This is an optimization exercise on Yosys and OpenROAD, whose aim is small area and a short achievable clock period, not a production implementation. In this exercise RTL edits were held to simulation tests only and were not proved equivalent to the original.

==> flow/design.v (excerpt) <==
module lab4(Dout, Din, clk, reset);
output  [17:0]  Dout;
input   [7:0]   Din;
input           clk, reset;
reg [7:0] r0, r1, r2, r3, r4, r5, r6, r7, r8, r9, r10;
reg [16:0] s;
wire nrst;
invm u_nrst (.a(reset), .y(nrst));
wire [7:0] nDin;
invm u_nd0 (.a(Din[0]), .y(nDin[0]));
invm u_nd1 (.a(Din[1]), .y(nDin[1]));
invm u_nd2 (.a(Din[2]), .y(nDin[2]));
invm u_nd3 (.a(Din[3]), .y(nDin[3]));
invm u_nd4 (.a(Din[4]), .y(nDin[4]));
invm u_nd5 (.a(Din[5]), .y(nDin[5]));
invm u_nd6 (.a(Din[6]), .y(nDin[6]));
invm u_nd7 (.a(Din[7]), .y(nDin[7]));
wire pas1, pac2;
ha upas1 (.a(r1[0]), .b(r7[0]), .s(pas1), .co(pac2));
wire pas3, pac4;
fa upas3 (.a(r1[1]), .b(r7[1]), .c(pac2), .s(pas3), .co(pac4));
wire pas5, pac6;
fa upas5 (.a(r1[2]), .b(r7[2]), .c(pac4), .s(pas5), .co(pac6));
wire pas7, pac8;
fa upas7 (.a(r1[3]), .b(r7[3]), .c(pac6), .s(pas7), .co(pac8));
wire pas9, pac10;
fa upas9 (.a(r1[4]), .b(r7[4]), .c(pac8), .s(pas9), .co(pac10));
wire pas11, pac12;
fa upas11 (.a(r1[5]), .b(r7[5]), .c(pac10), .s(pas11), .co(pac12));
wire pas13, pac14;
fa upas13 (.a(r1[6]), .b(r7[6]), .c(pac12), .s(pas13), .co(pac14));
wire pas15, pac16;
fa upas15 (.a(r1[7]), .b(r7[7]), .c(pac14), .s(pas15), .co(pac16));
wire pbs17, pbc18;
xnor2m upbs17 (.a(r2[0]), .b(r6[0]), .y(pbs17));
or2m upbc18 (.a(r2[0]), .b(r6[0]), .y(pbc18));
wire pbs19, pbc20;
fa upbs19 (.a(r2[1]), .b(r6[1]), .c(pbc18), .s(pbs19), .co(pbc20));
wire pbs21, pbc22;
fa upbs21 (.a(r2[2]), .b(r6[2]), .c(pbc20), .s(pbs21), .co(pbc22));
wire pbs23, pbc24;
fa upbs23 (.a(r2[3]), .b(r6[3]), .c(pbc22), .s(pbs23), .co(pbc24));
wire pbs25, pbc26;
fa upbs25 (.a(r2[4]), .b(r6[4]), .c(pbc24), .s(pbs25), .co(pbc26));
wire pbs27, pbc28;
fa upbs27 (.a(r2[5]), .b(r6[5]), .c(pbc26), .s(pbs27), .co(pbc28));
wire pbs29, pbc30;
fa upbs29 (.a(r2[6]), .b(r6[6]), .c(pbc28), .s(pbs29), .co(pbc30));
wire pbs31, pbc32;
fa upbs31 (.a(r2[7]), .b(r6[7]), .c(pbc30), .s(pbs31), .co(pbc32));
wire pcs33, pcc34;
ha upcs33 (.a(r3[0]), .b(r5[0]), .s(pcs33), .co(pcc34));
wire pcs35, pcc36;
  ...
Size in the first run: ~28 I/O pins.
export LEC_CHECK = 0
export CAP_MARGIN = 20
export CORE_MARGIN = 2
export CORE_UTILIZATION = 40
export CTS_BUF_LIST = sky130_fd_sc_hd__clkbuf_8
export SLEW_MARGIN = 20
export SYNTH_HIERARCHICAL = 1
export SYNTH_MINIMUM_KEEP_SIZE = 0
create_clock -name core_clock -period 13.0 [get_ports {clk}]
standard.sh (not shown) runs the stock make flow with config.mk's settings and CLKGATE_MAP_FILE= SYNTH_SCRIPT=/design/flow/synth_recipe.tcl, a recipe that flattens the netlist after the stock synthesis.
==> flow/flow/run.sh <==
#!/bin/bash
# The standard layout (standard.sh) with two changes to the resizer's
# settings: the port buffers are plain buffers (BUF) instead of the delay-cell
# footprint-mates buffer_ports picks by default, and repair_timing aims for a
# setup slack margin of MARGIN ns.
set -euo pipefail
MARGIN=5
BUF=sky130_fd_sc_hd__buf_2
export BUFFER_PORTS_ARGS="-buffer_cell $BUF"
sed -e "s/\"\${@:-finish}\"/SETUP_SLACK_MARGIN=$MARGIN \"\${@:-finish}\"/" standard.sh > standard_margin.sh
grep -q "SETUP_SLACK_MARGIN=$MARGIN" standard_margin.sh
bash standard_margin.sh > standard.log 2>&1
The baseline finished with timing, DRC and antenna clean.
Next try:
==> flow/flow/run.sh (replaced) <==
#!/bin/bash
# The standard layout (standard.sh) with these changes to its settings:
#  - the port buffers are plain buffers (BUF) instead of the delay-cell
#    footprint-mates that buffer_ports picks by default;
#  - repair_timing aims for a setup slack margin of MARGIN ns;
#  - clock tree synthesis inserts no dummy loads.
# Everything else (synthesis, floorplan, power grid, placement, routing) is
# the standard flow's.  The make output goes to standard.log; ORFS keeps each
# step's log under orfs/logs.
set -euo pipefail
MARGIN=5
BUF=sky130_fd_sc_hd__buf_2
export BUFFER_PORTS_ARGS="-buffer_cell $BUF"
export CTS_ARGS="-sink_clustering_enable -repair_clock_nets -buf_list sky130_fd_sc_hd__clkbuf_8 -dont_use_dummy_load"
sed -e "s/\"\${@:-finish}\"/SETUP_SLACK_MARGIN=$MARGIN \"\${@:-finish}\"/" standard.sh > standard_margin.sh
grep -q "SETUP_SLACK_MARGIN=$MARGIN" standard_margin.sh
bash standard_margin.sh > standard.log 2>&1
After rerunning: The new run finished clean. Die area does not change. Core utilization is lower by 0.46 points. Setup slack stays flat. Fmax barely changes.

## afterwards: timing with drivers on the ports
No port has a modelled driver above. Below, the same layouts with a new extraction and two added sets of constraints.
Step 1: set_driving_cell puts a clkbuf_16 on clk and a buf_2 on each other input, an assumption about the parent block.
Step 2 also shifts input and output timing later by t, the mid clock arrival at the registers, as if the neighbouring blocks saw the same clock.
Slacks: no drivers / after step 1 / after step 2; pairs: no drivers / after step 1.
run	t (ns)	setup WS [ns]	hold slack, ns	worst setup path after step 2	worst data-port slew with drivers (ns)
the first run	0.426	5.591 / 5.570 / 5.570	0.418 / 0.418 / 0.418	input to output	0.03
the second run	0.415	5.592 / 5.572 / 5.572	0.415 / 0.415 / 0.415	input to output	0.03
After both steps every run listed still meets setup and hold. The setup slack of the first run, which loses most, moves by -0.021 ns with the drivers and by -0.021 ns with both steps.
